From an optimization exercise on the open Yosys and OpenROAD flow, aimed at small area; shortcuts taken in it are not production practice. The RTL was checked by simulation tests, not by an equivalence proof against the original design. No run shown here takes its clock network from TritonCTS; it comes from the design's own scripts or RTL. The clock port is modelled as an ideal driver, which makes a skipped or thinned clock tree look cheaper than it is; a real chip needs a root buffer or a tree. No activity file was given, so power comes from the tool's default toggle rates.

<file path="flow/flow/run.sh">
#!/bin/bash
# Layout flow: the standard ORFS flow (standard.sh), with these changes,
# which only affect which cells make up the layout:
#  - synthesis maps the logic with an area-oriented ABC script (abc_area.script
#    here: deep AIG optimisation, then area mapping) instead of ORFS's
#    delay-oriented one with up-sizing. The synthesis is run three times, with
#    three random seeds for the AIG optimisation, each in its own ORFS work
#    folder (orfs_<seed>); the run with the smallest cell area is kept and the
#    layout continues from it in orfs/;
#  - Yosys's full/half-adder extraction is skipped (ADDER_MAP_FILE empty), so
#    ABC sees the counters as plain logic;
#  - the port buffers are the smallest buffer, sky130_fd_sc_hd__buf_1;
#  - clock tree synthesis uses sky130_fd_sc_hd__clkbuf_8 and adds no dummy
#    loads.
# Everything else (synthesis script, floorplan, power grid, tap cells,
# placement, routing) is ORFS's, run through standard.sh.
set -euo pipefail
W=$PWD
SEEDS="1"
for s in $SEEDS; do
  rm -rf "$W/scripts_$s" "$W/orfs_$s"
  cp -r "$FLOW_HOME/scripts" "$W/scripts_$s"
  sed "s/@SEED@/$s/" "$W/flow/abc_area.script" > "$W/scripts_$s/abc_area.script"
  sed -i "s|^log_cmd clock_tree_synthesis {\*}\$cts_args\$|source $W/flow/clock_buffer.tcl|" "$W/scripts_$s/cts.tcl"
done
pids=""
for s in $SEEDS; do
  bash standard.sh WORK_HOME="$W/orfs_$s" SCRIPTS_DIR="$W/scripts_$s" ABC_AREA=1 \
    ADDER_MAP_FILE= synth > "$W/synth_$s.log" 2>&1 &
  pids="$pids $!"
done
for p in $pids; do wait "$p"; done
best=""
best_area=""
for s in $SEEDS; do
  a=$(grep "Chip area for module" "$W/orfs_$s/reports/sky130hd/LCDDisplay/base/synth_stat.txt" | awk '{print $NF}')
  echo "seed $s: synthesis cell area $a" | tee -a "$W/seeds.log"
  if [[ -z "$best" ]] || awk -v a="$a" -v b="$best_area" 'BEGIN { exit !(a < b) }'; then
    best=$s
    best_area=$a
  fi
done
echo "kept seed $best" | tee -a "$W/seeds.log"
rm -rf "$W/orfs"
cp -a "$W/orfs_$best" "$W/orfs"
bash standard.sh SCRIPTS_DIR="$W/scripts_$best" ABC_AREA=1 ADDER_MAP_FILE= \
  "BUFFER_PORTS_ARGS=-buffer_cell sky130_fd_sc_hd__buf_1" \
  "CTS_ARGS=-sink_clustering_enable -repair_clock_nets -dont_use_dummy_load -buf_list sky130_fd_sc_hd__clkbuf_8 -sink_clustering_size 50 -sink_clustering_max_diameter 500" \
  finish > "$W/flow.log" 2>&1
</file>
<file path="flow/flow/abc_area.script">
strash
dc2
dch -f
map -a
topo
</file>
<file path="flow/flow/clock_buffer.tcl">
# Clock distribution for this small design: one sky130_fd_sc_hd__clkbuf_16,
# driven by the clock port, drives every register's clock pin. It is placed
# at the centre of the registers; detailed placement then legalises it.
set block [ord::get_db_block]
set clk_net [[$block findBTerm Clk] getNet]
set master [[ord::get_db] findMaster sky130_fd_sc_hd__clkbuf_16]
set buf [odb::dbInst_create $block $master clkbuf_root]
set net [odb::dbNet_create $block clknet_root]
$net setSigType CLOCK
set sx 0
set sy 0
set n 0
foreach it [$clk_net getITerms] {
  lassign [[$it getInst] getLocation] x y
  set sx [expr {$sx + $x}]
  set sy [expr {$sy + $y}]
  incr n
  $it disconnect
  $it connect $net
}
[$buf findITerm A] connect $clk_net
[$buf findITerm X] connect $net
$buf setLocation [expr {$sx / $n}] [expr {$sy / $n}]
$buf setPlacementStatus PLACED
puts "clock_buffer: clkbuf_root drives $n clock pins"
set_propagated_clock [all_clocks]
</file>
<file path="flow/standard.sh">
#!/bin/bash
# synth_recipe.tcl (not shown) runs the flow's synth.tcl, then flattens the netlist and writes it again
# the make line also repeats each setting of config.mk as NAME=value (left out here)
make -C /OpenROAD-flow-scripts/flow DESIGN_CONFIG=/design/flow/config.mk WORK_HOME=/design/flow/orfs CLKGATE_MAP_FILE= SYNTH_SCRIPT=/design/flow/synth_recipe.tcl "${@:-finish}"
</file>
<file path="flow/config.mk">
export PLATFORM = sky130hd
export DESIGN_NAME = LCDDisplay
export DESIGN_NICKNAME = LCDDisplay
export VERILOG_FILES = /design/flow/design.v
export SDC_FILE = /design/flow/constraint.sdc
export NUM_CORES = 4
export LEC_CHECK = 0
export CAP_MARGIN = 20
export CORE_MARGIN = 2
export CORE_UTILIZATION = 40
export SLEW_MARGIN = 20
</file>
<file path="flow/constraint.sdc">
create_clock -name core_clock -period 10.0 [get_ports {Clk}]
set_input_delay 2.0000 -clock core_clock [delete_from_list [all_inputs] [get_ports {Clk}]]
set_output_delay 2.0000 -clock core_clock [all_outputs]
set_load 0.01 [all_outputs]
</file>
<file path="flow/design.v">
`timescale 1ns / 1ns
module Bin2BCD(Clk, Load, Binary, En, Step, Ring);
   input Clk;
   input Load;
   input [11:0] Binary;
   input En;
   input [3:0] Step;
   output reg [11:0] Ring;
   function [3:0] fix;
      input [3:0] d;
      input Add;
      begin
         fix[3] = d[3] | Add;
         fix[2] = (~Add & d[2]) | (Add & d[3] & d[0]);
         fix[1] = (~Add & d[1]) | (Add & ((d[2] & d[1] & d[0]) | (d[3] & ~d[0])));
         fix[0] = (~Add & d[0]) | (Add & ~d[0] & (d[3] | (d[2] & d[1])));
      end
   endfunction
   wire [3:0] Ones = {Ring[1:0], Ring[11:10]};
   wire [3:0] Tens = Ring[5:2];
   wire [2:0] Hund = Ring[8:6];
   wire AddOnes = En & (Step >= 4'd3) & (Ones[3] | (Ones[2] & (Ones[1] | Ones[0])));
   wire AddTens = En & (Step >= 4'd7) & (Tens[3] | (Tens[2] & (Tens[1] | Tens[0])));
   wire [3:0] FixOnes = fix(Ones, AddOnes);
   wire [3:0] FixTens = fix(Tens, AddTens);
   wire HundFive = En & (Step == 4'd10) & Hund[2] & Hund[0];
   wire [2:0] FixHund = {Hund[2] & ~HundFive, Hund[1], Hund[0] & ~HundFive};
   wire [11:0] Fixed = {FixOnes[1:0], Ring[9], FixHund, FixTens, FixOnes[3:2]};
   always @(posedge Clk)
      if (Load) Ring <= Binary;
      else Ring <= {Fixed[10:0], Fixed[11]};
endmodule
`timescale 1ns / 1ns
module LcdInterface(Rst, Clk, Go, DispReact, DispTime, First, LCD_Data, LCD_E, LCD_RS, LCD_RW);
   input Clk, Rst;
   input Go;
   input DispReact;
   input [9:0] DispTime;
   output First;    
   output reg [11:8] LCD_Data;
   output reg LCD_E, LCD_RS;
   output LCD_RW;
   assign LCD_RW = 1'b0;
   reg [4:0] Slot;
   reg [3:0] Phase;
   reg LineReact;
   always @(posedge Clk) begin
      if (Rst) begin
         Slot <= 5'd9;
         Phase <= 4'd1;
      end
      else if (Slot == 5'd0) begin
         if (Go) Slot <= 5'd15;
      end
      else if (Phase == 4'd11) begin
         Phase <= 4'd0;
         Slot <= Slot + 5'd1;
      end
      else
         Phase <= Phase + 4'd1;
   end
   assign First = (Slot == 5'd9) && (Phase == 4'd1);
   wire Load = (Slot == 5'd15) && (Phase == 4'd0);
   wire [11:0] Digits;
   Bin2BCD Bin2BCD_0 (Clk, Load, {DispTime[1:0] & {2{~DispReact}}, DispTime},
                      (Slot == 5'd15) && LineReact && (Phase != 4'd11), Phase, Digits);
   always @(posedge Clk)
      if (Load) LineReact <= DispReact;
   wire [1:0] LineCode = Digits[3:2];
   localparam [127:0] InitString = "Reaction Timer  ",
                      CheatString = "No Cheating!    ",
                      SlowString = "Too Slow!       ",
                      WaitString = "Wait for LEDs...",
                      ReactionString = "0.000 s         ";
   wire [3:0] Idx = ~Slot[3:0];    
   reg [7:0] Char;
   always @(*) begin
      if (LineReact) begin
         Char = ReactionString[{Idx, 3'b000} +: 8];
         if (Slot[3:0] == 4'd2) Char[3:0] = Digits[3:0];
         if (Slot[3:0] == 4'd3) Char[3:0] = Digits[11:8];
         if (Slot[3:0] == 4'd4) Char[3:0] = Digits[7:4];
      end
      else case (LineCode)
         2'd0: Char = InitString[{Idx, 3'b000} +: 8];
         2'd1: Char = CheatString[{Idx, 3'b000} +: 8];
         2'd2: Char = SlowString[{Idx, 3'b000} +: 8];
         default: Char = WaitString[{Idx, 3'b000} +: 8];
      endcase
   end
   always @(*) begin
      LCD_Data = 4'h0;
      LCD_E = 1'b0;
      LCD_RS = 1'b0;
      if (Slot[4]) begin
         LCD_RS = (Phase >= 4'd3 && Phase <= 4'd6);
         if (Phase == 4'd3) begin LCD_E = 1'b1; LCD_Data = Char[7:4]; end
         if (Phase == 4'd5) begin LCD_E = 1'b1; LCD_Data = Char[3:0]; end
      end
      else if (Slot == 5'd15) begin
         if (Phase == 4'd3) begin LCD_E = 1'b1; LCD_Data = 4'h8; end
         if (Phase == 4'd5) LCD_E = 1'b1;
      end
      else if (Slot != 5'd0) begin
         case ({Slot[2:0], Phase})
            {3'd1, 4'd3}: begin LCD_Data = 4'h3; end
            {3'd1, 4'd4}: begin LCD_E = 1'b1; LCD_Data = 4'h3; end
            {3'd1, 4'd5}: begin LCD_Data = 4'h3; end
            {3'd1, 4'd6}: begin LCD_E = 1'b1; LCD_Data = 4'h3; end
            {3'd1, 4'd7}: begin LCD_Data = 4'h3; end
            {3'd1, 4'd8}: begin LCD_E = 1'b1; LCD_Data = 4'h3; end
            {3'd1, 4'd9}: begin LCD_Data = 4'h3; end
            {3'd1, 4'd10}: begin LCD_Data = 4'h2; end
            {3'd1, 4'd11}: begin LCD_E = 1'b1; LCD_Data = 4'h2; end
            {3'd2, 4'd0}: begin LCD_Data = 4'h2; end
            {3'd2, 4'd1}: begin LCD_E = 1'b1; LCD_Data = 4'h2; end
            {3'd2, 4'd3}: begin LCD_E = 1'b1; LCD_Data = 4'h8; end
            {3'd2, 4'd5}: begin LCD_E = 1'b1; end
            {3'd2, 4'd7}: begin LCD_E = 1'b1; LCD_Data = 4'h6; end
            {3'd2, 4'd9}: begin LCD_E = 1'b1; end
            {3'd2, 4'd11}: begin LCD_E = 1'b1; LCD_Data = 4'hc; end
            {3'd3, 4'd1}: begin LCD_E = 1'b1; end
            {3'd3, 4'd3}: begin LCD_E = 1'b1; LCD_Data = 4'h1; end
            default: ;
         endcase
      end
   end
endmodule
`timescale 1ns / 1ns
module LCDDisplay(Clk, Rst, Cheat, Slow, Wait, ReactionTime, LCDUpdate, LCDAck, LCD_Data, LCD_E, LCD_RS, LCD_RW);
   input Clk, Rst;
   input Cheat, Slow, Wait;
   input [9:0] ReactionTime;
   input LCDUpdate;
   output LCDAck;
   output [11:8] LCD_Data;
   output LCD_E, LCD_RS, LCD_RW;
   localparam M_Init = 2'd0, M_Cheat = 2'd1, M_Slow = 2'd2, M_Wait = 2'd3;
   localparam S_Wait = 3'd0,
              S_WaitAck = 3'd1,
              S_LCDAck = 3'd2,
              S_LCDAckAck = 3'd3,
              S_Reaction = {1'b1, M_Init},
              S_Cheat = {1'b1, M_Cheat},
              S_Slow = {1'b1, M_Slow},
              S_WaitString = {1'b1, M_Wait};
   reg [2:0] State;
   reg DispReact;
   reg [9:0] DispTime;
   assign LCDAck = ~State[2] & State[0];
   wire GO = ~State[2] & (State[1] | State[0]);
   wire First;
   LcdInterface LcdInterface_0 (Rst, Clk, GO, DispReact, DispTime, First, LCD_Data, LCD_E, LCD_RS, LCD_RW);
   always @(posedge Clk) begin
      if (Rst)
         State <= S_Wait;
      else if (State[2])    
         State <= S_LCDAck;
      else if (State[1])    
         State <= LCDUpdate ? S_LCDAckAck : S_WaitAck;
      else if (LCDUpdate && !First) begin    
         if (Cheat) State <= S_Cheat;
         else if (Slow) State <= S_Slow;
         else if (Wait) State <= S_WaitString;
         else State <= S_Reaction;
      end
      else
         State <= S_Wait;
   end
   always @(posedge Clk) begin
      if (Rst) begin
         DispReact <= 0;
         DispTime[1:0] <= M_Init;
      end
      else if (State[2]) begin
         DispReact <= (State == S_Reaction);
         DispTime[1:0] <= (State == S_Reaction) ? ReactionTime[1:0] : State[1:0];
      end
   end
   always @(posedge Clk)
      if (State[2]) DispTime[9:2] <= ReactionTime[9:2];
endmodule
</file>
==> impl_metrics.toml, run 1 <==
[synthesis]
synthTopCellsByArea = "dfxtp_1 (24%), edfxtp_1 (12%), nor2_1 (12%), clkinv_1 (9.1%), o21ai_0 (8.2%)"
synthArstFlopShare = 0
yosys.area.top_type = "dfxtp_1"
synthFlopType = "dfxtp_1"
syn_nets = 366
yosys-top-cells-count = "nor2_1 (70), clkinv_1 (55), nand2_1 (45), o21ai_0 (37), a21oi_1 (29)"
ys_ff_latch = 36
syn_area_sq_um = 2260
yosysUniqueCellTypes = 27
netlist_instances = 350
synth.most_common_cell = "nor2_1"
ys_seq_area_frac = 0.358
synth_top_area_frac = 0.239
syn_area_per_cell_sq_um = 6.47
synth_edf_count = 9
yosys_warnings = 3

[routing]
wire_per_inst_um = 15.2
routed_wirelength_um = 6770
dr.pass1.iters = 5
drt_iter0_markers = 340
vias = 2615
detail-route-antenna-nets = 0
drc = 0
drt-vias-per-instance = 5.89

[power_and_ir_drop]
p_per_area_nw_per_um2 = 102
p_leak_uw = 0.000822
ir_drop_uv = 112

[outcome]
status = "no timing/DRC/antenna violations"

[floorplanning]
initial_core_util = 0.414
rows = 27
die-area_sq_um = 6280
core-area_sq_um = 5470
die-height_um = 79.2
ios = 24
die_w_um = 79.2

[sta]
hold_ws_ns = 0.458
rsz0062_at_grt = "false"
fin_setup_tns_ns = 0
setup_viol = 0
clock_skew_ns = 0.00674
fmax_ghz = 0.193
hold_violations = 0
fin_crit_ns = 5.18
finalCritPeriodShare = 0.518
slew_viol_final = 0
max_slew_margin = 0.540
tightest_slew_ns = 0.684

[clock_network]
clock_latency_ns = 0.18
clkTransAtPathRegs_ns = 0.12
cts_setup_buffers = 0
ctsResizeCount = 0
holdBufCountCts = 0

[critical_path]
cp_max_fo = 8
cp-end-kind = "primary output"
crit_type = "flop to primary output"
cp.required_ns = 8.00
critPathArrivalTime_ns = 3.18
start_kind = "flop"

[layout]
synthToLayoutAreaGrowth_pct = 8.40
fillCellCount = 599
final_layout_size_suffix_gt1_frac = 0.00269
diodes = 0
nets = 390

[min_path]
hp-class = "flop to flop"

[global_route]
grt-ovfl-total = 0
grt_antenna_before_repair = 0
grt_max_degree = 37
grt.total_usage = 0.213
grt_pass1_wl_um = 10900
grt_pass1_vias = 2257

[placement]
gp_congestion = 1.08
port_buffers = 22
place_hpwl_um = 5240

[run]
maxCapViolations = 0
-- cells in the final DEF (no fill, tap or decap), drive strengths merged, types with 2 or more instances in the layout --
| cell | netlist | layout |
|---|---|---|
| a211oi | 2 | 2 |
| a21oi | 29 | 29 |
| a22oi | 2 | 2 |
| a31oi | 13 | 13 |
| buf | 1 | 22 |
| clkinv | 55 | 55 |
| dfxtp | 27 | 27 |
| edfxtp | 9 | 9 |
| nand2 | 45 | 45 |
| nand3 | 19 | 19 |
| nand4 | 3 | 3 |
| nor2 | 70 | 70 |
| nor3 | 13 | 13 |
| o2111ai | 2 | 2 |
| o211ai | 3 | 3 |
| o21ai | 37 | 37 |
| o22ai | 7 | 7 |
| o311ai | 2 | 2 |
| o31ai | 3 | 3 |
-- routing by layer --
metal | vias up | global-route usage | wire length (um)
li1 | 1268 | - | -
met1 | 1173 | 0.295 | 2920
met2 | 157 | 0.356 | 3140
met3 | 17 | 0.0227 | 545
met4 | 0 | 0.0534 | 163
met5 | - | 0 | 0
-- path summary, 6_finish.rpt --
check	startpoint	to	slack, ns	cells after the start
max reg2reg	LcdInterface_0.Slot[1]	LcdInterface_0.Bin2BCD_0.Ring[5]	6.95	11
min reg2reg	DispTime[8]	LcdInterface_0.Bin2BCD_0.Ring[8]	0.46	2
max	LcdInterface_0.Slot[2]	LCD_Data[10]	4.82	9
min	DispTime[8]	LcdInterface_0.Bin2BCD_0.Ring[8]	0.46	2
-- sequential cells by signal, summed over array words and instances, names as in the netlist --
name                           flops
DispReact                          1
DispTime                          10
LcdInterface_0.Bin2BCD_0.Ring     12
LcdInterface_0.LineReact           1
LcdInterface_0.Phase               4
LcdInterface_0.Slot                5
State                              3
-- worst max-delay path, cell delays in order (launching register included) --
cell,delay (ns)
dfxtp_1,0.40
nor2_1,0.46
clkinv_1,0.40
nor3_1,0.62
clkinv_1,0.33
nand3_1,0.22
clkinv_1,0.12
o211ai_1,0.10
o311ai_0,0.17
buf_1,0.17
-- kinds of logic after synthesis --
group / share of synthesized area
simple gates: 0.273
compound gates: 0.269
buf+inv: 0.0945
flops: 0.358
xor+xnor: 0.00387
other cells: 0.00166
-- per-stage QoR --
step                      total power [uW]  std cells  cell area [sq um]   util  worst slack [ns]
after global placement                 200        443               2430  0.444              5.33
after global routing                   263        444               2450  0.448              4.54
after detailed placement               199        443               2430  0.444              5.14
after floorplan                        187        350               2260      -              5.88
final                                  251        444               2450  0.448              4.82
after CTS                              252        444               2450  0.448              4.91
-- layout make-up --
| type | count | area, sq um | area share |
|---|---|---|---|
| Multi-Input combinational cell | 258 | 1240 | 0.505 |
| Sequential cell | 36 | 811 | 0.330 |
| Inverter | 55 | 206 | 0.0841 |
| Tap cell | 72 | 90.1 | 0.0367 |
| Timing Repair Buffer | 22 | 82.6 | 0.0337 |
| Buffer | 1 | 25.0 | 0.0102 |
-- report_power, final --
| part | switching [uW] | leakage [uW] | internal, uW |
|---|---|---|---|
| combinational | 23.6 | 0.000501 | 11.6 |
| clock | 35.3 | 0.0000123 | 18.8 |
| sequential | 6.00 | 0.000308 | 155 |
| total | 64.9 | 0.000822 | 186 |
==> inputs of run 2 (changes only) <==
==> flow/flow/clock_buffer.tcl (replaced) <==
# Clock distribution for this small design, in place of a clock tree: the
# registers are split by position into three groups of about the same size,
# and one sky130_fd_sc_hd__clkbuf_8, driven by the clock port, drives the
# clock pins of each group. Each buffer is placed at the centre of its group;
# detailed placement then legalises it.
set groups 3
set block [ord::get_db_block]
set clk_net [[$block findBTerm Clk] getNet]
set master [[ord::get_db] findMaster sky130_fd_sc_hd__clkbuf_8]
set sinks {}
foreach it [$clk_net getITerms] {
  lassign [[$it getInst] getLocation] x y
  lappend sinks [list $x $y $it]
}
set sinks [lsort -integer -index 0 $sinks]
set n [llength $sinks]
for {set g 0} {$g < $groups} {incr g} {
  set buf [odb::dbInst_create $block $master clkbuf_$g]
  set net [odb::dbNet_create $block clknet_$g]
  $net setSigType CLOCK
  set from [expr {$g * $n / $groups}]
  set to [expr {($g + 1) * $n / $groups - 1}]
  set sx 0
  set sy 0
  foreach s [lrange $sinks $from $to] {
    lassign $s x y it
    set sx [expr {$sx + $x}]
    set sy [expr {$sy + $y}]
    $it disconnect
    $it connect $net
  }
  set k [expr {$to - $from + 1}]
  [$buf findITerm A] connect $clk_net
  [$buf findITerm X] connect $net
  $buf setLocation [expr {$sx / $k}] [expr {$sy / $k}]
  $buf setPlacementStatus PLACED
  puts "clock_buffer: clkbuf_$g drives $k clock pins"
}
set_propagated_clock [all_clocks]
==> impl_metrics.toml, run 2 <==
[outcome]
status = "no timing/DRC/antenna violations"

[placement]
port_buffers = 22
placed_cells = 443
place_area_sq_um = 2430
place_hpwl_um = 5240
gp_congestion = 1.08

[synthesis]
synth_edf_count = 9
synth-xor-area-share = 0.00387
yosys.area.top_type = "dfxtp_1"
muxShareOfSynthArea = 0
synthAdderAreaFrac = 0
ys_seq_area_frac = 0.358
synth_compound_area_frac = 0.269
synth_top_family_by_area = "simple AND/OR/NAND/NOR gates"
synth_top_area_frac = 0.239
yosysUniqueCellTypes = 27
synth.most_common_cell = "nor2_1"
syn_nets = 366
synth-simple-area-share = 0.273
netlist_instances = 350
yosys-top-cells-count = "nor2_1 (70), clkinv_1 (55), nand2_1 (45), o21ai_0 (37), a21oi_1 (29)"
yosys_warnings = 3
syn_area_per_cell_sq_um = 6.47
ys_ff_latch = 36
synthTopCellsByArea = "dfxtp_1 (24%), edfxtp_1 (12%), nor2_1 (12%), clkinv_1 (9.1%), o21ai_0 (8.2%)"
syn_area_sq_um = 2260
synthArstFlopShare = 0
synthFlopType = "dfxtp_1"

[power_and_ir_drop]
switching_power_uw = 66.3
p_seq_frac = 0.618
total_power_uw = 261
p_sw_frac = 0.254
p_leak_uw = 0.000831
p_int_uw = 194
p_clk_frac = 0.247
ir_drop_uv = 124
p_per_area_nw_per_um2 = 106
comb_power_share = 0.135

[global_route]
grt-ovfl-total = 0
grt.total_usage = 0.216
grt_max_degree = 18
grt_pass1_vias = 2276
grt_pass1_wl_um = 11000
grt_antenna_before_repair = 0

[layout]
largestRegisters = "LcdInterface_0.Bin2BCD_0.Ring x12, DispTime x10, LcdInterface_0.Slot x5"
nets = 392
stdcell_count = 446
synthToLayoutAreaGrowth_pct = 9.12
fillCellCount = 603
final_common_cell = "nor2_1"
final_layout_size_suffix_gt1_frac = 0.00802
finalInstanceArea_sq_um = 2470
diodes = 0
top_register = "LcdInterface_0.Bin2BCD_0.Ring"
final_cell_mix = "nor2_1 (70), clkinv_1 (55), nand2_1 (45)"
largest_reg_flops = 12

[sta]
fin_setup_tns_ns = 0
tightest_slew_ns = 0.692
finalCritPeriodShare = 0.508
hold_ws_ns = 0.437
fmax_ghz = 0.197
slew_viol_final = 0
hold_violations = 0
max_slew_margin = 0.535
setup_viol = 0
rsz0062_at_grt = "false"
clock_skew_ns = 0.0191
fin_crit_ns = 5.08

[critical_path]
cp.required_ns = 8.00
worstPathCellList = "nor2_1 -> clkinv_1 -> nor3_1 -> clkinv_1 -> nand3_1 -> clkinv_1 -> o211ai_1 -> o311ai_0 -> buf_1"
cp-end-kind = "primary output"
cp_max_fo = 8
crit_path_frequent_cell = "clkinv_1"
critPathArrivalTime_ns = 3.08
start_kind = "flop"
slowest_delay_ns = 0.62
crit_type = "flop to primary output"
slowest_stage = "nor3_1"

[clock_network]
holdBufCountCts = 0
cts_setup_buffers = 0
clkTransAtPathRegs_ns = 0.09
ctsResizeCount = 0
clock_latency_ns = 0.15

[routing]
dr.pass1.iters = 5
routed_wirelength_um = 6780
wire_per_inst_um = 15.2
drt-vias-per-instance = 5.82
drc = 0
detail-route-antenna-nets = 0
vias = 2595
drt_iter0_markers = 387

[min_path]
hp-class = "flop to flop"

[floorplanning]
die-height_um = 79.2
die-area_sq_um = 6280
rows = 27
die_w_um = 79.2
ios = 24
initial_core_util = 0.414
core-area_sq_um = 5470

[run]
maxCapViolations = 0
## run 2: cell type report
cell class                      instances  area, sq um  share of cell area
Buffer                                  3         41.3              0.0167
Inverter                               55          206              0.0836
Multi-Input combinational cell        258         1240               0.502
Sequential cell                        36          811               0.328
Tap cell                               72         90.1              0.0365
Timing Repair Buffer                   22         82.6              0.0334
## run 2: final timing paths
| path | from | endpoint | slack, ns | cells after the start |
|---|---|---|---|---|
| worst min-delay path | DispTime[8] | LcdInterface_0.Bin2BCD_0.Ring[8] | 0.44 | 2 |
| worst max register to register | LcdInterface_0.Slot[0] | LcdInterface_0.Bin2BCD_0.Ring[5] | 6.95 | 11 |
| worst min register to register | DispTime[8] | LcdInterface_0.Bin2BCD_0.Ring[8] | 0.44 | 2 |
| worst max-delay path | LcdInterface_0.Slot[2] | LCD_Data[10] | 4.92 | 9 |
## run 2: power groups by stage
stage	sequential, uW	clock [uW]	combinational [uW]
2_1_floorplan	163	0	24.3
6_report	161	64.3	35.2
5_1_grt	162	72.4	39.7
3_5_place_dp	165	0	34.5
4_1_cts	161	66.0	34.7
3_3_place_gp	165	0	35.5
## run 2: cell families after synthesis
kind of cell,after synthesis
flip-flops,36
other,1
XOR/XNOR,1
AO/OA/AOI/OAI,105
buffers and inverters,56
AND/OR/NAND/NOR,151
## run 2: per-stage QoR
| step | util | worst slack (ns) |
|---|---|---|
| 6_report | 0.451 | 4.92 |
| 5_1_grt | 0.451 | 4.59 |
| 4_1_cts | 0.451 | 4.95 |
| 3_5_place_dp | 0.444 | 5.14 |
| 3_3_place_gp | 0.444 | 5.33 |
| 2_1_floorplan | - | 5.88 |
## run 2: per-layer routing
metal  track usage  part of all wire  up-vias
li1              -                 -     1265
met1         0.292              0.43     1162
met2         0.366              0.47      147
met3        0.0261             0.079       21
met4        0.0517             0.026        0
met5             0                 0        -
## run 2: worst max-delay path, delay by kind of cell (launching register included)
| kind | cells | cell delay, ns |
|---|---|---|
| buffers and inverters | 4 | 0.99 |
| flip-flops | 1 | 0.39 |
| AO/OA/AOI/OAI | 2 | 0.27 |
| AND/OR/NAND/NOR | 3 | 1.27 |
==> inputs of run 3 (changes only) <==
--- a/flow/flow/run.sh
+++ b/flow/flow/run.sh
@@ -12,9 +12,13 @@
 #  - the port buffers are the smallest buffer, sky130_fd_sc_hd__buf_1;
-#  - clock tree synthesis uses sky130_fd_sc_hd__clkbuf_8 and adds no dummy
-#    loads.
+#  - the clock step builds the clock network with clock_buffer.tcl here (three
+#    clock buffers driven by the clock port, each driving a third of the
+#    registers) in place of ORFS's clock tree synthesis; the rest of that step
+#    (legalisation, timing repair) is ORFS's.
 # Everything else (synthesis script, floorplan, power grid, tap cells,
-# placement, routing) is ORFS's, run through standard.sh.
+# placement, routing) is ORFS's, run through standard.sh. Each tool's output
+# is in the ORFS logs of orfs/ (and orfs_<seed>/ for the synthesis runs);
+# synth_<seed>.log and flow.log hold what the make runs print.
 set -euo pipefail
 W=$PWD
-SEEDS="1"
+SEEDS="1 2 3"
 for s in $SEEDS; do
@@ -23,3 +27,5 @@
   sed "s/@SEED@/$s/" "$W/flow/abc_area.script" > "$W/scripts_$s/abc_area.script"
-  sed -i "s|^log_cmd clock_tree_synthesis {\*}\$cts_args\$|source $W/flow/clock_buffer.tcl|" "$W/scripts_$s/cts.tcl"
+  sed -i "s|^log_cmd clock_tree_synthesis {\*}\$cts_args\$|source $W/flow/clock_buffer.tcl|" \
+    "$W/scripts_$s/cts.tcl"
+  grep -q "clock_buffer.tcl" "$W/scripts_$s/cts.tcl"
 done
@@ -47,3 +53,2 @@
   "BUFFER_PORTS_ARGS=-buffer_cell sky130_fd_sc_hd__buf_1" \
-  "CTS_ARGS=-sink_clustering_enable -repair_clock_nets -dont_use_dummy_load -buf_list sky130_fd_sc_hd__clkbuf_8 -sink_clustering_size 50 -sink_clustering_max_diameter 500" \
   finish > "$W/flow.log" 2>&1
==> flow/flow/abc_area.script (replaced) <==
strash
&get -n
&deepsyn -T 240 -S @SEED@
&put
dch -f
map -a
topo
==> impl_metrics.toml, run 3 <==
[outcome]
status = "no timing/DRC/antenna violations"

[synthesis]
synth_edf_count = 9
yosys-top-cells-count = "nor2_1 (58), clkinv_1 (51), nand2_1 (41), a21oi_1 (31), dfxtp_1 (27)"
ys_seq_area_frac = 0.382
netlist_instances = 311
yosysUniqueCellTypes = 31
ys_ff_latch = 36
syn_nets = 327
synth.most_common_cell = "nor2_1"
syn_area_per_cell_sq_um = 6.82
syn_area_sq_um = 2120
synth_top_area_frac = 0.255
synthFlopType = "dfxtp_1"
synthArstFlopShare = 0
yosys_warnings = 3
synthTopCellsByArea = "dfxtp_1 (25%), edfxtp_1 (13%), nor2_1 (10%), clkinv_1 (9.0%), a21oi_1 (7.3%)"
yosys.area.top_type = "dfxtp_1"

[global_route]
grt.total_usage = 0.218
grt_max_degree = 18
grt_pass1_wl_um = 10800
grt-ovfl-total = 0
grt_antenna_before_repair = 0
grt_pass1_vias = 2278

[sta]
max_slew_margin = 0.555
tightest_slew_ns = 0.667
setup_viol = 0
hold_violations = 0
fin_crit_ns = 5.18
clock_skew_ns = 0.0180
rsz0062_at_grt = "false"
fin_setup_tns_ns = 0
finalCritPeriodShare = 0.518
fmax_ghz = 0.193
slew_viol_final = 0

[power_and_ir_drop]
ir_drop_uv = 115
p_leak_uw = 0.000769
p_per_area_nw_per_um2 = 143

[run]
maxCapViolations = 0

[placement]
gp_congestion = 0.946
place_hpwl_um = 4900
port_buffers = 22
placed_cells = 402

[layout]
stdcell_count = 405
nets = 353
diodes = 0
synthToLayoutAreaGrowth_pct = 9.61
largestRegisters = "LcdInterface_0.Bin2BCD_0.Ring x12, DispTime x10, LcdInterface_0.Slot x5"
final_layout_size_suffix_gt1_frac = 0.00896
largest_reg_flops = 12
multiInputGateArea_sq_um = 1110
final_common_cell = "nor2_1"
regArea_sq_um = 811
top_register = "LcdInterface_0.Bin2BCD_0.Ring"
fillCellCount = 548
final_cell_mix = "nor2_1 (58), clkinv_1 (51), nand2_1 (41)"

[clock_network]
ctsResizeCount = 0
holdBufCountCts = 0
cts_setup_buffers = 0
clock_latency_ns = 0.15
clkTransAtPathRegs_ns = 0.09

[routing]
dr.pass1.iters = 7
detail-route-antenna-nets = 0
drc = 0
vias = 2333
wire_per_inst_um = 15.7
drt-vias-per-instance = 5.76
drt_iter0_markers = 276
routed_wirelength_um = 6350

[floorplanning]
ios = 24
initial_core_util = 0.415
rows = 26
die-height_um = 76.8
die-area_sq_um = 5900
die_w_um = 76.8
core-area_sq_um = 5110

[min_path]
hp-class = "flop to flop"
min_path_cells = 2

[critical_path]
cp.required_ns = 8.00
cp_max_fo = 12
critPathArrivalTime_ns = 3.18
crit_type = "flop to primary output"
worstRegToRegCells = 13
start_kind = "flop"
cp-end-kind = "primary output"
run 3: cell types whose count changed after synthesis, sizes merged, moves of 4 or more:
cell and change:
a31oi -10, clkinv -4, nand2 -4, nand3 -9
nor2 -12, o21ai -13
run 3: layout make-up:
cell class	instances	area share
flip-flops and latches	36	0.349
plain buffers	3	0.0178
well taps	70	0.0377
inverters	51	0.0823
repair buffers	22	0.0355
multi-input cells	223	0.478
run 3: report_power, final:
group          internal, uW  total, uW  switching (uW)
sequential              162        178            16.2
combinational          29.2       89.2            60.0
clock                  27.5       64.4            36.9
total                   219        332             113
run 3: metrics by stage:
| step | area, sq um | utilization | hold slack, ns | setup slack (ns) | total power (uW) |
|---|---|---|---|---|---|
| 3_3_place_gp | 2280 | 0.447 | 0.432 | 4.95 | 272 |
| 2_1_floorplan | 2120 | - | 0.412 | 5.73 | 239 |
| 3_5_place_dp | 2280 | 0.447 | 0.434 | 5.10 | 268 |
| 4_1_cts | 2330 | 0.455 | 0.448 | 4.90 | 333 |
| 6_report | 2330 | 0.455 | 0.439 | 4.82 | 332 |
| 5_1_grt | 2330 | 0.455 | 0.476 | 4.46 | 355 |
run 3: cells by family (layout without fill, tap and decap cells):
kind of cell           after synthesis  in the layout  synth area share
AO/OA/AOI/OAI                       94             94             0.271
buffers and inverters               52             76            0.0937
flip-flops                          36             36             0.382
XOR/XNOR                             2              2           0.00826
other                                1              1           0.00177
AND/OR/NAND/NOR                    126            126             0.243
run 3: per-layer routing:
| metal | routed length (um) | up-vias | GRT usage |
|---|---|---|---|
| met2 | 2710 | 132 | 0.353 |
| li1 | - | 1142 | - |
| met4 | 347 | 0 | 0.102 |
| met3 | 507 | 39 | 0.0306 |
| met5 | 0 | - | 0 |
| met1 | 2790 | 1020 | 0.286 |
run 3: worst max-delay path: stages, from the launching register on:
cell and delay, ns:
dfxtp_1 0.44, nor2_1 0.37, clkinv_1 0.34, nor3_1 0.35, clkinv_1 0.16, a21oi_1 0.15
o22ai_1 0.11, a31oi_1 0.22, a21boi_0 0.28, nand2_1 0.08, a221oi_1 0.28, o22ai_1 0.11
buf_1 0.15
run 3: path summary, 6_finish.rpt:
path / startpoint / to / slack (ns)
hold reg to reg: DispTime[8] / LcdInterface_0.Bin2BCD_0.Ring[8] / 0.44
hold / removal: DispTime[8] / LcdInterface_0.Bin2BCD_0.Ring[8] / 0.44
setup reg to reg: LcdInterface_0.Slot[0] / LcdInterface_0.Bin2BCD_0.Ring[5] / 6.60
setup / recovery: LcdInterface_0.Slot[0] / LCD_Data[8] / 4.82
==> inputs of run 4 (changes only) <==
--- a/flow/design.v
+++ b/flow/design.v
@@ -1,3 +1,3 @@
 `timescale 1ns / 1ns
-module Bin2BCD(Clk, Load, Binary, En, Step, Ring);
+module Bin2BCD(Clk, Load, Binary, FixOnes, FixTens, FixHund, Ring);
    input Clk;
@@ -5,4 +5,3 @@
    input [11:0] Binary;
-   input En;
-   input [3:0] Step;
+   input FixOnes, FixTens, FixHund;
    output reg [11:0] Ring;
@@ -21,9 +20,9 @@
    wire [2:0] Hund = Ring[8:6];
-   wire AddOnes = En & (Step >= 4'd3) & (Ones[3] | (Ones[2] & (Ones[1] | Ones[0])));
-   wire AddTens = En & (Step >= 4'd7) & (Tens[3] | (Tens[2] & (Tens[1] | Tens[0])));
-   wire [3:0] FixOnes = fix(Ones, AddOnes);
-   wire [3:0] FixTens = fix(Tens, AddTens);
-   wire HundFive = En & (Step == 4'd10) & Hund[2] & Hund[0];
-   wire [2:0] FixHund = {Hund[2] & ~HundFive, Hund[1], Hund[0] & ~HundFive};
-   wire [11:0] Fixed = {FixOnes[1:0], Ring[9], FixHund, FixTens, FixOnes[3:2]};
+   wire AddOnes = FixOnes & (Ones[3] | (Ones[2] & (Ones[1] | Ones[0])));
+   wire AddTens = FixTens & (Tens[3] | (Tens[2] & (Tens[1] | Tens[0])));
+   wire [3:0] NewOnes = fix(Ones, AddOnes);
+   wire [3:0] NewTens = fix(Tens, AddTens);
+   wire HundFive = FixHund & Hund[2] & Hund[0];
+   wire [2:0] NewHund = {Hund[2] & ~HundFive, Hund[1], Hund[0] & ~HundFive};
+   wire [11:0] Fixed = {NewOnes[1:0], Ring[9], NewHund, NewTens, NewOnes[3:2]};
    always @(posedge Clk)
@@ -46,2 +45,11 @@
    reg LineReact;
+   wire Idle = ~Slot[4] & ~Slot[3];                          
+   wire AddrSlot = (Slot == 5'd15);
+   wire InitSlot = ~Slot[4] & Slot[3] & ~AddrSlot;          
+   wire Ph0 = (Phase == 4'd0);
+   wire Ph3 = (Phase == 4'd3);
+   wire Ph5 = Phase[2] & ~Phase[1] & Phase[0];
+   wire Ph3to6 = ~Phase[3] & (Phase[2] ^ (Phase[1] & Phase[0]));
+   wire Ph10 = Phase[3] & Phase[1] & ~Phase[0];
+   wire Ph11 = Phase[3] & Phase[1] & Phase[0];
    always @(posedge Clk) begin
@@ -51,17 +59,21 @@
       end
-      else if (Slot == 5'd0) begin
+      else if (Idle) begin
          if (Go) Slot <= 5'd15;
       end
-      else if (Phase == 4'd11) begin
-         Phase <= 4'd0;
-         Slot <= Slot + 5'd1;
+      else begin
+         Phase[0] <= ~Phase[0];
+         Phase[1] <= Phase[1] ^ Phase[0];
+         Phase[2] <= (Phase[2] ^ (Phase[1] & Phase[0])) & ~Phase[3];
+         Phase[3] <= (Phase[3] & ~(Phase[1] & Phase[0])) | (Phase[2] & Phase[1] & Phase[0]);
+         if (Ph11) Slot <= Slot + 5'd1;
       end
-      else
-         Phase <= Phase + 4'd1;
    end
-   assign First = (Slot == 5'd9) && (Phase == 4'd1);
-   wire Load = (Slot == 5'd15) && (Phase == 4'd0);
+   assign First = ~Slot[4] & ~Slot[2] & ~Slot[1] & Slot[0] & (Phase == 4'd1);    
+   wire Load = AddrSlot & Ph0;
+   wire Convert = AddrSlot & LineReact & ~Ph11;
    wire [11:0] Digits;
    Bin2BCD Bin2BCD_0 (Clk, Load, {DispTime[1:0] & {2{~DispReact}}, DispTime},
-                      (Slot == 5'd15) && LineReact && (Phase != 4'd11), Phase, Digits);
+                      Convert & (Phase[3] | Phase[2] | (Phase[1] & Phase[0])),    
+                      Convert & (Phase[3] | (Phase[2] & Phase[1] & Phase[0])),    
+                      Convert & Ph10, Digits);
    always @(posedge Clk)
@@ -95,11 +107,11 @@
       if (Slot[4]) begin
-         LCD_RS = (Phase >= 4'd3 && Phase <= 4'd6);
-         if (Phase == 4'd3) begin LCD_E = 1'b1; LCD_Data = Char[7:4]; end
-         if (Phase == 4'd5) begin LCD_E = 1'b1; LCD_Data = Char[3:0]; end
+         LCD_RS = Ph3to6;
+         if (Ph3) begin LCD_E = 1'b1; LCD_Data = Char[7:4]; end
+         if (Ph5) begin LCD_E = 1'b1; LCD_Data = Char[3:0]; end
       end
-      else if (Slot == 5'd15) begin
-         if (Phase == 4'd3) begin LCD_E = 1'b1; LCD_Data = 4'h8; end
-         if (Phase == 4'd5) LCD_E = 1'b1;
+      else if (AddrSlot) begin
+         if (Ph3) begin LCD_E = 1'b1; LCD_Data = 4'h8; end
+         if (Ph5) LCD_E = 1'b1;
       end
-      else if (Slot != 5'd0) begin
+      else if (InitSlot) begin
          case ({Slot[2:0], Phase})
==> impl_metrics.toml, run 4 <==
[synthesis]
yosys.area.top_type = "dfxtp_1"
yosys-top-cells-count = "nor2_1 (65), clkinv_1 (44), nand2_1 (38), a21oi_1 (28)"
synthTopCellsByArea = "dfxtp_1 (26%), edfxtp_1 (13%), nor2_1 (12%), clkinv_1 (7.8%), nand2_1 (6.8%)"
syn_nets = 326
syn_area_sq_um = 2110
yosys_warnings = 3
synth_edf_count = 9
synth.most_common_cell = "nor2_1"
ys_ff_latch = 36
synthArstFlopShare = 0
synth_top_area_frac = 0.256
yosysUniqueCellTypes = 30
synthFlopType = "dfxtp_1"
syn_area_per_cell_sq_um = 6.80
ys_seq_area_frac = 0.385
netlist_instances = 310

[power_and_ir_drop]
ir_drop_uv = 122
p_seq_frac = 0.631
p_clk_frac = 0.251
p_sw_frac = 0.247
p_int_uw = 193
comb_power_share = 0.119
p_per_area_nw_per_um2 = 111
p_leak_uw = 0.000779
switching_power_uw = 63.5
total_power_uw = 257

[layout]
largest_reg_flops = 12
final_util = 0.453
top_register = "LcdInterface_0.Bin2BCD_0.Ring"
nets = 352
final_common_cell = "nor2_1"
stdcell_count = 404
diodes = 0
synthToLayoutAreaGrowth_pct = 9.67
final_cell_mix = "nor2_1 (65), clkinv_1 (44), nand2_1 (38)"
largestRegisters = "LcdInterface_0.Bin2BCD_0.Ring x12, DispTime x10, LcdInterface_0.Slot x5"
final_layout_size_suffix_gt1_frac = 0.0120

[clock_network]
holdBufCountCts = 0
cts_setup_buffers = 0
clkTransAtPathRegs_ns = 0.09
ctsResizeCount = 0
clock_latency_ns = 0.15

[critical_path]
crit_type = "flop to primary output"
critPathLaunch = "LcdInterface_0.Slot[2]"
cp-end-kind = "primary output"
worstReg2RegStart = "LcdInterface_0.Slot[1]"
cp_max_fo = 14
cp.required_ns = 8.00
start_kind = "flop"
critPathArrivalTime_ns = 2.89

[sta]
slew_viol_final = 0
fin_setup_tns_ns = 0
finalCritPeriodShare = 0.489
rsz0062_at_grt = "false"
max_slew_margin = 0.649
setup_viol = 0
tightest_slew_ns = 0.525
fin_crit_ns = 4.89
clock_skew_ns = 0.0172
hold_violations = 0
fmax_ghz = 0.204

[global_route]
grt.busiest_layer = "met2"
use_met1 = 0.298
grt_use_met2 = 0.359
grt-ovfl-total = 0
grt_pass1_vias = 2102
grt_antenna_before_repair = 0
grt_util_met3 = 0.0107
grt_pass1_wl_um = 10300
grt_max_degree = 15
grt.total_usage = 0.209

[placement]
gp_congestion = 0.950
port_buffers = 22
placed_cells = 401
place_hpwl_um = 4840

[floorplanning]
die-area_sq_um = 5870
die-height_um = 76.6
rows = 26
initial_core_util = 0.413
die_w_um = 76.6
core-area_sq_um = 5110
ios = 24

[routing]
dr.pass1.iters = 5
drc = 0
wire_per_inst_um = 15.1
routed_wirelength_um = 6120
detail-route-antenna-nets = 0
vias = 2271
drt-vias-per-instance = 5.62
drt_iter0_markers = 221

[run]
maxCapViolations = 0

[min_path]
worstHoldStart = "DispTime[8]"
hp-class = "flop to flop"

[outcome]
status = "no timing/DRC/antenna violations"
-- run 4: stage by stage --
stage	setup slack, ns	cell area (sq um)	hold slack (ns)
floorplan	5.98	2110	0.412
finish	5.11	2310	0.459
global placement	5.42	2270	0.447
global route	4.91	2310	0.507
detailed placement	5.37	2270	0.451
CTS	5.17	2310	0.469
-- run 4: cell type report --
class                      count  area (sq um)
buffer                         3          41.3
fill                         558          2800
inverter                      44           165
multi-input combinational    229          1120
sequential                    36           811
tap                           70          87.6
timing repair buffer          22          82.6
-- run 4: worst max-delay path, stage by stage, from the launching register on --
cell and delay, ns:
dfxtp_1 0.64, clkinv_1 0.38, nor2_1 0.28, clkinv_1 0.18, nor2_1 0.16, clkinv_1 0.10
nand2_1 0.07, a221oi_1 0.07, or2_2 0.29, a31oi_1 0.18, o21ai_0 0.11, o2111ai_1 0.11
buf_1 0.18
-- run 4: final timing paths --
| kind | end | slack (ns) | cells past startpoint |
|---|---|---|---|
| max | LCD_Data[9] | 5.11 | 12 |
| min reg2reg | LcdInterface_0.Bin2BCD_0.Ring[8] | 0.46 | 2 |
| max reg2reg | LcdInterface_0.Bin2BCD_0.Ring[11] | 6.94 | 11 |
| min | LcdInterface_0.Bin2BCD_0.Ring[8] | 0.46 | 2 |
-- run 4: power by group through the flow --
stage | sequential, uW | clock, uW | combinational [uW]
final | 162 | 64.4 | 30.4
after detailed placement | 165 | 0 | 30.1
after global routing | 163 | 71.1 | 35.0
after global placement | 165 | 0 | 30.5
after CTS | 162 | 66.7 | 30.3
after floorplan | 164 | 0 | 20.5
-- run 4: per-layer routing --
metal  part of all wire  vias to the layer above  wire [um]
li1                   -                     1128          -
met1               0.47                     1041       2870
met2               0.45                       88       2780
met3              0.057                       14        348
met4              0.020                        0        121
met5                  0                        -          0
-- run 4: kinds of logic (layout without fill, tap and decap cells) --
group / Yosys count / count (layout) / synth area share
XOR/XNOR: 3 / 3 / 0.0125
AND/OR/NAND/NOR: 133 / 133 / 0.258
flip-flops: 36 / 36 / 0.385
AO/OA/AOI/OAI: 92 / 92 / 0.262
other: 1 / 1 / 0.00178
buffers and inverters: 45 / 69 / 0.0819
==> inputs of run 5 (changes only) <==
--- a/flow/design.v
+++ b/flow/design.v
@@ -116,21 +116,19 @@
       else if (InitSlot) begin
-         case ({Slot[2:0], Phase})
-            {3'd1, 4'd3}: begin LCD_Data = 4'h3; end
-            {3'd1, 4'd4}: begin LCD_E = 1'b1; LCD_Data = 4'h3; end
-            {3'd1, 4'd5}: begin LCD_Data = 4'h3; end
-            {3'd1, 4'd6}: begin LCD_E = 1'b1; LCD_Data = 4'h3; end
-            {3'd1, 4'd7}: begin LCD_Data = 4'h3; end
-            {3'd1, 4'd8}: begin LCD_E = 1'b1; LCD_Data = 4'h3; end
-            {3'd1, 4'd9}: begin LCD_Data = 4'h3; end
-            {3'd1, 4'd10}: begin LCD_Data = 4'h2; end
-            {3'd1, 4'd11}: begin LCD_E = 1'b1; LCD_Data = 4'h2; end
-            {3'd2, 4'd0}: begin LCD_Data = 4'h2; end
-            {3'd2, 4'd1}: begin LCD_E = 1'b1; LCD_Data = 4'h2; end
-            {3'd2, 4'd3}: begin LCD_E = 1'b1; LCD_Data = 4'h8; end
-            {3'd2, 4'd5}: begin LCD_E = 1'b1; end
-            {3'd2, 4'd7}: begin LCD_E = 1'b1; LCD_Data = 4'h6; end
-            {3'd2, 4'd9}: begin LCD_E = 1'b1; end
-            {3'd2, 4'd11}: begin LCD_E = 1'b1; LCD_Data = 4'hc; end
-            {3'd3, 4'd1}: begin LCD_E = 1'b1; end
-            {3'd3, 4'd3}: begin LCD_E = 1'b1; LCD_Data = 4'h1; end
+         case (Slot[2:0])
+            3'd1: begin    
+               LCD_E = (~Phase[0] & (Phase[2] | (Phase[3] & ~Phase[1]))) | Ph11;    
+               LCD_Data[9] = Phase[3] | Phase[2] | (Phase[1] & Phase[0]);         
+               LCD_Data[8] = Phase[3] ? ~Phase[1] : (Phase[2] | (Phase[1] & Phase[0]));    
+            end
+            3'd2: begin    
+               LCD_E = Phase[0];                                                  
+               if (~Phase[3] & ~Phase[2] & ~Phase[1]) LCD_Data = 4'h2;           
+               if (Ph3) LCD_Data = 4'h8;
+               if (Phase[2] & Phase[1] & Phase[0]) LCD_Data = 4'h6;              
+               if (Ph11) LCD_Data = 4'hc;
+            end
+            3'd3: begin    
+               LCD_E = ~Phase[3] & ~Phase[2] & Phase[0];                         
+               if (Ph3) LCD_Data = 4'h1;
+            end
             default: ;
--- a/flow/flow/run.sh
+++ b/flow/flow/run.sh
@@ -5,4 +5,4 @@
 #    here: deep AIG optimisation, then area mapping) instead of ORFS's
-#    delay-oriented one with up-sizing. The synthesis is run three times, with
-#    three random seeds for the AIG optimisation, each in its own ORFS work
+#    delay-oriented one with up-sizing. The synthesis is run four times, with
+#    four random seeds for the AIG optimisation, each in its own ORFS work
 #    folder (orfs_<seed>); the run with the smallest cell area is kept and the
@@ -22,3 +22,3 @@
 W=$PWD
-SEEDS="1 2 3"
+SEEDS="1"
 for s in $SEEDS; do
==> flow/flow/abc_area.script (replaced) <==
strash
dc2
dch -f
map -a
topo
--- a/flow/flow/clock_buffer.tcl
+++ b/flow/flow/clock_buffer.tcl
@@ -8,3 +8,3 @@
 set clk_net [[$block findBTerm Clk] getNet]
-set master [[ord::get_db] findMaster sky130_fd_sc_hd__clkbuf_8]
+set master [[ord::get_db] findMaster sky130_fd_sc_hd__buf_6]
 set sinks {}
==> impl_metrics.toml, run 5 <==
[layout]
final_cell_mix = "nor2_1 (59), clkinv_1 (56), nand2_1 (40)"
fillCellCount = 593
largest_reg_flops = 12
stdcell_count = 435
diodes = 0
top_register = "LcdInterface_0.Bin2BCD_0.Ring"
regArea_sq_um = 811
final_common_cell = "nor2_1"
synthToLayoutAreaGrowth_pct = 9.20
final_layout_size_suffix_gt1_frac = 0.0110
multiInputGateArea_sq_um = 1220
largestRegisters = "LcdInterface_0.Bin2BCD_0.Ring x12, DispTime x10, LcdInterface_0.Slot x5"
final_util = 0.448
nets = 381

[floorplanning]
initial_core_util = 0.410
die-area_sq_um = 6230
ios = 24
rows = 27
die_w_um = 78.9
die-height_um = 78.9
core-area_sq_um = 5470

[sta]
fin_crit_ns = 4.83
hold_violations = 0
finalCritPeriodShare = 0.483
fin_setup_tns_ns = 0
clock_skew_ns = 0.0202
rsz0062_at_grt = "false"
slew_viol_final = 0
tightest_slew_ns = 0.673
setup_viol = 0
max_slew_margin = 0.550
fmax_ghz = 0.207

[critical_path]
critPathArrivalTime_ns = 2.83
cp_max_fo = 13
cp-end-kind = "primary output"
worstRegToRegCells = 15
cp.required_ns = 8.00
worstReg2RegStart = "LcdInterface_0.Slot[0]"
crit_type = "flop to primary output"
rr_endpoint = "LcdInterface_0.Bin2BCD_0.Ring[0]"
r2r_slack_ns = 6.26
start_kind = "flop"

[global_route]
grt_antenna_before_repair = 0
grt.total_usage = 0.209
grt_pass1_vias = 2299
grt_max_degree = 18
grt_pass1_wl_um = 10900
grt-ovfl-total = 0

[placement]
gp_congestion = 0.998
port_buffers = 22
placed_cells = 432
place_hpwl_um = 5090

[routing]
drt-vias-per-instance = 5.94
detail-route-antenna-nets = 0
vias = 2584
routed_wirelength_um = 6590
wire_per_inst_um = 15.2
dr.pass1.iters = 7
drc = 0
drt_iter0_markers = 451

[synthesis]
synthFlopType = "dfxtp_1"
ys_ff_latch = 36
synthArstFlopShare = 0
synthAdderAreaFrac = 0
synth_top_area_frac = 0.241
yosys_warnings = 3
yosysUniqueCellTypes = 28
netlist_instances = 338
syn_area_per_cell_sq_um = 6.64
synthTopCellsByArea = "dfxtp_1 (24%), edfxtp_1 (12%), nor2_1 (9.9%), clkinv_1 (9.4%), o21ai_0 (8.5%)"
synth.most_common_cell = "nor2_1"
synth_edf_count = 9
syn_area_sq_um = 2240
syn_nets = 354
synth_compound_area_frac = 0.305
muxShareOfSynthArea = 0
synth-xor-area-share = 0
yosys-top-cells-count = "nor2_1 (59), clkinv_1 (56), nand2_1 (40), o21ai_0 (38), a21oi_1 (36)"
ys_seq_area_frac = 0.361
synth_top_family_by_area = "compound AO/OA/AOI/OAI gates"
synth-simple-area-share = 0.235
yosys.area.top_type = "dfxtp_1"

[power_and_ir_drop]
ir_drop_uv = 151
p_leak_uw = 0.000761
p_per_area_nw_per_um2 = 103

[clock_network]
ctsResizeCount = 0
holdBufCountCts = 0
cts_setup_buffers = 0
clock_latency_ns = 0.13
clkTransAtPathRegs_ns = 0.10

[run]
maxCapViolations = 0

[min_path]
min_to = "LcdInterface_0.Bin2BCD_0.Ring[3]"
min_path_cells = 2
hp-class = "flop to flop"
worstHoldStart = "DispTime[3]"

[outcome]
status = "no timing/DRC/antenna violations"
==> run 5: changes by cell type after synthesis, sizes merged, moves of 3 or more <==
cell    delta
o21ai     +11
nor2       -6
xor2       -3
nand3      +4
a21oi      +8
nor3       -7
a31oi      +6
clkinv    +12
==> run 5: through the flow <==
| stage | instance area (sq um) | total power [uW] | hold slack [ns] | worst slack (ns) |
|---|---|---|---|---|
| CTS | 2450 | 254 | 0.439 | 5.27 |
| global route | 2450 | 265 | 0.468 | 4.83 |
| floorplan | 2240 | 182 | 0.419 | 6.06 |
| detailed placement | 2420 | 193 | 0.430 | 5.42 |
| finish | 2450 | 252 | 0.437 | 5.17 |
| global placement | 2420 | 194 | 0.430 | 5.35 |
==> run 5: worst max-delay path by stage <==
stage                     depth (start not counted)  slack, ns      endpoint                   start
after floorplan                                  10       6.06  LCD_Data[11]  LcdInterface_0.Slot[0]
after global placement                           11       5.35   LCD_Data[8]  LcdInterface_0.Slot[2]
after detailed placement                         11       5.42   LCD_Data[8]  LcdInterface_0.Slot[2]
after CTS                                        11       5.27   LCD_Data[8]  LcdInterface_0.Slot[2]
after global routing                             11       4.83   LCD_Data[8]  LcdInterface_0.Slot[2]
final                                            11       5.17   LCD_Data[8]  LcdInterface_0.Slot[2]
==> run 5: power by group <==
| group | switching (uW) | leakage (uW) | internal (uW) |
|---|---|---|---|
| Sequential | 5.42 | 0.000306 | 155 |
| Combinational | 20.5 | 0.000437 | 9.80 |
| Clock | 37.2 | 0.0000182 | 24.0 |
| Total | 63.1 | 0.000761 | 189 |
==> run 5: cells by family (layout without fill, tap and decap cells) <==
| group | count (synthesis) | after routing |
|---|---|---|
| compound gates | 116 | 116 |
| buf+inv | 57 | 82 |
| flops | 36 | 36 |
| other cells | 1 | 1 |
| simple gates | 128 | 128 |
==> run 5: cell type report <==
cell class              instances  share of cell area
well taps                      72              0.0368
plain buffers                   3              0.0138
multi-input cells             245               0.496
flip-flops and latches         36               0.331
inverters                      56              0.0858
repair buffers                 23              0.0368
==> run 5: worst max-delay path, stage by stage, from the launching register on <==
cell      delay, ns
dfxtp_1        0.53
clkinv_1       0.41
nor2_1         0.40
clkinv_1       0.20
nor2_1         0.30
nand2_1        0.08
a31oi_1        0.24
a21oi_1        0.08
nor3_1         0.14
nor2_1         0.06
o21ai_0        0.09
buf_1          0.17
==> run 5: metal layers <==
layer  part of all wire  up-vias  global-route usage
li1                   -     1247                   -
met1               0.42     1132               0.290
met2               0.45      168               0.340
met3              0.085       37              0.0205
met4              0.043        0              0.0759
met5                  0        -                   0
==> inputs of run 6 (changes only) <==
--- a/flow/flow/clock_buffer.tcl
+++ b/flow/flow/clock_buffer.tcl
@@ -5,6 +5,6 @@
 # detailed placement then legalises it.
-set groups 3
+set groups 4
 set block [ord::get_db_block]
 set clk_net [[$block findBTerm Clk] getNet]
-set master [[ord::get_db] findMaster sky130_fd_sc_hd__buf_6]
+set master [[ord::get_db] findMaster sky130_fd_sc_hd__buf_4]
 set sinks {}
==> impl_metrics.toml, run 6 <==
[critical_path]
cp_max_fo = 13
worstReg2RegStart = "LcdInterface_0.Slot[0]"
cp-end-kind = "primary output"
cp.required_ns = 8.00
rr_endpoint = "LcdInterface_0.Bin2BCD_0.Ring[4]"
critPathLaunch = "LcdInterface_0.Slot[2]"
critPathArrivalTime_ns = 2.84
r2r_slack_ns = 6.32
start_kind = "flop"
endpoint = "LCD_Data[8]"
worstRegToRegCells = 16
crit_type = "flop to primary output"

[power_and_ir_drop]
p_leak_uw = 0.000762
ir_drop_uv = 113
p_per_area_nw_per_um2 = 103

[clock_network]
clkTransAtPathRegs_ns = 0.11
holdBufCountCts = 0
ctsResizeCount = 0
cts_setup_buffers = 0
clock_latency_ns = 0.15

[floorplanning]
initial_core_util = 0.410
die-area_sq_um = 6230
core-area_sq_um = 5470
die-height_um = 78.9
rows = 27
ios = 24
die_w_um = 78.9

[synthesis]
synth.most_common_cell = "nor2_1"
syn_area_per_cell_sq_um = 6.64
syn_nets = 354
netlist_instances = 338
synth_edf_count = 9
synthArstFlopShare = 0
synthTopCellsByArea = "dfxtp_1 (24%), edfxtp_1 (12%), nor2_1 (9.9%), clkinv_1 (9.4%), o21ai_0 (8.5%)"
yosys-top-cells-count = "nor2_1 (59), clkinv_1 (56), nand2_1 (40), o21ai_0 (38), a21oi_1 (36)"
yosys.area.top_type = "dfxtp_1"
yosysUniqueCellTypes = 28
ys_ff_latch = 36
synthFlopType = "dfxtp_1"
synth_top_area_frac = 0.241
ys_seq_area_frac = 0.361
syn_area_sq_um = 2240
yosys_warnings = 3

[run]
maxCapViolations = 0

[routing]
drt-vias-per-instance = 5.96
drc = 0
wire_per_inst_um = 15.3
top_layer_used = "met4"
met1Wirelength_um = 2840
vias = 2597
dr_wl_met2_um = 3010
routed_wirelength_um = 6680
dr.pass1.iters = 6
detail-route-antenna-nets = 0
dr_wl_met3_um = 548
drt_iter0_markers = 479

[placement]
placed_cells = 432
gp_congestion = 0.998
place_hpwl_um = 5090
port_buffers = 22

[global_route]
grt_antenna_before_repair = 0
grt-ovfl-total = 0
grt_max_degree = 18
grt.total_usage = 0.212
grt_pass1_wl_um = 11000
grt_pass1_vias = 2323

[sta]
tightest_slew_ns = 0.645
setup_viol = 0
hold_violations = 0
fmax_ghz = 0.207
max_slew_margin = 0.569
clock_skew_ns = 0.0260
finalCritPeriodShare = 0.484
slew_viol_final = 0
fin_crit_ns = 4.84
fin_setup_tns_ns = 0
rsz0062_at_grt = "false"

[min_path]
hp-class = "flop to flop"

[layout]
final_common_cell = "nor2_1"
stdcell_count = 436
synthToLayoutAreaGrowth_pct = 9.03
top_register = "LcdInterface_0.Bin2BCD_0.Ring"
final_layout_size_suffix_gt1_frac = 0.0137
final_cell_mix = "nor2_1 (59), clkinv_1 (56), nand2_1 (40)"
largest_reg_flops = 12
largestRegisters = "LcdInterface_0.Bin2BCD_0.Ring x12, DispTime x10, LcdInterface_0.Slot x5"
nets = 382
diodes = 0

[outcome]
status = "no timing/DRC/antenna violations"
==> run 6: cell counts after synthesis <==
Identical to the previous run, type by type.
==> run 6: logic make-up after synthesis <==
group,Yosys count,share of synthesized area
AO/OA/AOI/OAI,116,0.305
buffers and inverters,57,0.0970
AND/OR/NAND/NOR,128,0.235
flip-flops,36,0.361
other,1,0.00167
==> run 6: worst min path at each step <==
stage | cells after the start | start | endpoint | slack (ns)
finish | 2 | DispTime[7] | LcdInterface_0.Bin2BCD_0.Ring[7] | 0.43
CTS | 2 | DispTime[7] | LcdInterface_0.Bin2BCD_0.Ring[7] | 0.44
global route | 2 | DispTime[7] | LcdInterface_0.Bin2BCD_0.Ring[7] | 0.45
global placement | 2 | DispTime[4] | LcdInterface_0.Bin2BCD_0.Ring[4] | 0.43
detailed placement | 2 | DispTime[7] | LcdInterface_0.Bin2BCD_0.Ring[7] | 0.43
floorplan | 2 | DispTime[8] | LcdInterface_0.Bin2BCD_0.Ring[8] | 0.42
==> run 6: power by group <==
part / internal (uW) / switching [uW] / total (uW)
Clock: 21.0 / 39.4 / 60.4
Sequential: 155 / 5.41 / 160
Combinational: 9.80 / 20.5 / 30.3
Total: 186 / 65.3 / 251
==> run 6: critical path: stages, from the launching register on <==
cell      delay [ns]
dfxtp_1         0.54
clkinv_1        0.41
nor2_1          0.39
clkinv_1        0.19
nor2_1          0.29
nand2_1         0.08
a31oi_1         0.25
a21oi_1         0.07
nor3_1          0.14
nor2_1          0.06
o21ai_0         0.09
buf_1           0.17
==> run 6: metrics by stage <==
step                      setup slack, ns  cell area [sq um]  hold WS [ns]  power, uW  utilization
final                                5.16               2450         0.428        251        0.447
after global routing                 4.81               2450         0.453        263        0.447
after CTS                            5.24               2450         0.435        254        0.447
after detailed placement             5.42               2420         0.430        193        0.442
after global placement               5.35               2420         0.430        194        0.442
after floorplan                      6.06               2240         0.419        182            -
==> run 6: area by class of cell <==
class / instances / area [sq um]
Fill cell: 596 / 3030
Multi-Input combinational cell: 245 / 1220
Sequential cell: 36 / 811
Inverter: 56 / 210
Timing Repair Buffer: 23 / 90.1
Tap cell: 72 / 90.1
Buffer: 4 / 30.0
==> run 6: layer usage <==
metal / GRT usage / vias to the layer above
li1: - / 1250
met1: 0.289 / 1153
met2: 0.349 / 156
met3: 0.0216 / 38
met4: 0.0759 / 0
met5: 0 / -
==> inputs of run 7 (changes only) <==
--- a/flow/flow/run.sh
+++ b/flow/flow/run.sh
@@ -22,3 +22,3 @@
 W=$PWD
-SEEDS="1"
+SEEDS="1 2 3 4"
 for s in $SEEDS; do
==> flow/flow/abc_area.script (replaced) <==
strash
&get -n
&deepsyn -T 300 -S @SEED@
&put
dch -f
map -a
topo
--- a/flow/flow/clock_buffer.tcl
+++ b/flow/flow/clock_buffer.tcl
@@ -5,6 +5,6 @@
 # detailed placement then legalises it.
-set groups 4
+set groups 3
 set block [ord::get_db_block]
 set clk_net [[$block findBTerm Clk] getNet]
-set master [[ord::get_db] findMaster sky130_fd_sc_hd__buf_4]
+set master [[ord::get_db] findMaster sky130_fd_sc_hd__clkbuf_8]
 set sinks {}
==> impl_metrics.toml, run 7 <==
[power_and_ir_drop]
comb_power_share = 0.147
p_seq_frac = 0.610
p_per_area_nw_per_um2 = 115
p_int_uw = 197
p_leak_uw = 0.000773
p_sw_frac = 0.261
switching_power_uw = 69.6
p_clk_frac = 0.243
ir_drop_uv = 116

[sta]
max_slew_margin = 0.625
tightest_slew_ns = 0.561
hold_violations = 0
setup_viol = 0
setup_ws_ns = 4.70
slew_viol_final = 0
fmax_ghz = 0.189
fin_crit_ns = 5.30
rsz0062_at_grt = "false"
fin_setup_tns_ns = 0
finalCritPeriodShare = 0.530
clock_skew_ns = 0.0211

[floorplanning]
rows = 26
die_w_um = 76.6
die-area_sq_um = 5870
ios = 24
initial_core_util = 0.413
die-height_um = 76.6
core-area_sq_um = 5110

[clock_network]
cts_setup_buffers = 0
clkTransAtPathRegs_ns = 0.09
ctsResizeCount = 0
clock_latency_ns = 0.15
holdBufCountCts = 0

[routing]
drc = 0
drt-vias-per-instance = 5.86
detail-route-antenna-nets = 0
wire_per_inst_um = 15.6
drt_iter0_markers = 346
routed_wirelength_um = 6230
dr.pass1.iters = 6
vias = 2344

[synthesis]
syn_area_sq_um = 2110
netlist_instances = 306
syn_nets = 322
synthTopCellsByArea = "dfxtp_1 (26%), edfxtp_1 (13%), clkinv_1 (9.6%), nor2_1 (9.4%), a21oi_1 (7.4%)"
yosysUniqueCellTypes = 31
synthArstFlopShare = 0
ys_seq_area_frac = 0.384
ys_ff_latch = 36
yosys.area.top_type = "dfxtp_1"
synthFlopType = "dfxtp_1"
synth.most_common_cell = "clkinv_1"
synth_edf_count = 9
yosys-top-cells-count = "clkinv_1 (54), nor2_1 (53), a21oi_1 (31), nand2_1 (28), o21ai_0 (28)"
synth_top_area_frac = 0.256
syn_area_per_cell_sq_um = 6.89
yosys_warnings = 3

[placement]
dpl_worst_slack_ns = 4.93
placed_cells = 397
port_buffers = 22
gp_congestion = 0.971
place_hpwl_um = 4820

[layout]
final_layout_size_suffix_gt1_frac = 0.0182
nets = 348
final_util = 0.453
diodes = 0
final_cell_mix = "clkinv_1 (54), nor2_1 (53), a21oi_1 (31)"
largest_reg_flops = 12
top_register = "LcdInterface_0.Bin2BCD_0.Ring"
stdcell_count = 400
final_common_cell = "clkinv_1"
synthToLayoutAreaGrowth_pct = 9.67
largestRegisters = "LcdInterface_0.Bin2BCD_0.Ring x12, DispTime x10, LcdInterface_0.Slot x5"

[min_path]
hp-class = "flop to flop"
worstHoldStart = "DispReact"
min_path_cells = 0
min_to = "LcdInterface_0.LineReact"

[critical_path]
cp.required_ns = 8.00
cp_max_fo = 12
crit_type = "flop to primary output"
start_kind = "flop"
r2r_slack_ns = 6.94
rr_endpoint = "LcdInterface_0.Bin2BCD_0.Ring[5]"
critPathArrivalTime_ns = 3.30
cp-end-kind = "primary output"
worstRegToRegCells = 13
worstReg2RegStart = "LcdInterface_0.Slot[2]"

[global_route]
grt_pass1_wl_um = 10100
grt.total_usage = 0.206
grt_pass1_vias = 2111
grt-ovfl-total = 0
grt_max_degree = 15
grt_antenna_before_repair = 0

[run]
maxCapViolations = 0

[outcome]
status = "no timing/DRC/antenna violations"
[run 7: cell types whose count changed after synthesis, sizes merged, moves of 5 or more]
cell,previous run,this run
nand2,40,28
o21ai,38,28
o22ai,4,14
a31oi,12,3
nor3,8,17
nand3,15,7
nor2,59,53
a21oi,36,31
[run 7: how the worst max path moves through the flow]
stage                              end  slack (ns)              startpoint
final                     LCD_Data[10]        4.70  LcdInterface_0.Slot[1]
after global routing      LCD_Data[10]        4.28  LcdInterface_0.Slot[1]
after global placement    LCD_Data[10]        5.03  LcdInterface_0.Slot[1]
after detailed placement  LCD_Data[10]        4.93  LcdInterface_0.Slot[1]
after floorplan           LCD_Data[10]        5.43  LcdInterface_0.Slot[1]
after CTS                 LCD_Data[10]        4.74  LcdInterface_0.Slot[1]
[run 7: routing by layer]
metal  vias up  track usage  wire (um)
li1       1132            -          -
met1      1052        0.279       2800
met2       131        0.335       2740
met3        29       0.0320        441
met4         0       0.0709        242
met5         -            0          0
[run 7: cell type report]
| type | instances | area [sq um] |
|---|---|---|
| Fill cell | 556 | 2790 |
| Multi-Input combinational cell | 215 | 1090 |
| Sequential cell | 36 | 811 |
| Inverter | 54 | 203 |
| Tap cell | 70 | 87.6 |
| Timing Repair Buffer | 22 | 82.6 |
| Buffer | 3 | 41.3 |
[run 7: power groups by stage]
stage	registers, uW	clock network (uW)	logic, uW
finish	162	64.7	39.2
detailed placement	166	0	38.5
CTS	162	67.9	38.7
floorplan	164	0	27.3
global route	163	71.9	44.4
global placement	166	0	39.3
[run 7: kinds of logic (layout without fill, tap and decap cells)]
group / after synthesis / count (layout) / share of synthesized area
and+or+nand+nor: 112 / 112 / 0.223
AOI/OAI and AO/OA: 100 / 100 / 0.283
buffers and inverters: 55 / 79 / 0.0996
DFF: 36 / 36 / 0.384
xor gates and xnor gates: 2 / 2 / 0.00831
other: 1 / 1 / 0.00178
[run 7: stage by stage]
step	hold slack, ns	area [sq um]	total power, uW
3_3_place_gp	0.425	2270	205
3_5_place_dp	0.431	2270	204
6_report	0.445	2310	266
4_1_cts	0.453	2310	269
5_1_grt	0.465	2310	280
2_1_floorplan	0.416	2110	191
[run 7: worst max-delay path: stages (launching register included)]
cell	delay, ns
dfxtp_1	0.52
clkinv_1	0.34
nor2_1	0.35
nand2_1	0.13
clkinv_1	0.07
o21ai_0	0.08
o21ai_0	0.11
a21oi_1	0.10
o21ai_0	0.15
a22oi_1	0.08
a221oi_1	0.29
o22ai_1	0.13
or2_2	0.29
a31oi_1	0.18
nor2_1	0.06
a21oi_1	0.11
buf_1	0.16

Setup slack of run 7, layout unchanged: 4.697 ns with ideal ports, 4.653 ns with driving cells assumed (clock clkbuf_16, inputs buf_2), 4.839 ns with port delays also shifted by the 0.185 ns mid clock arrival.
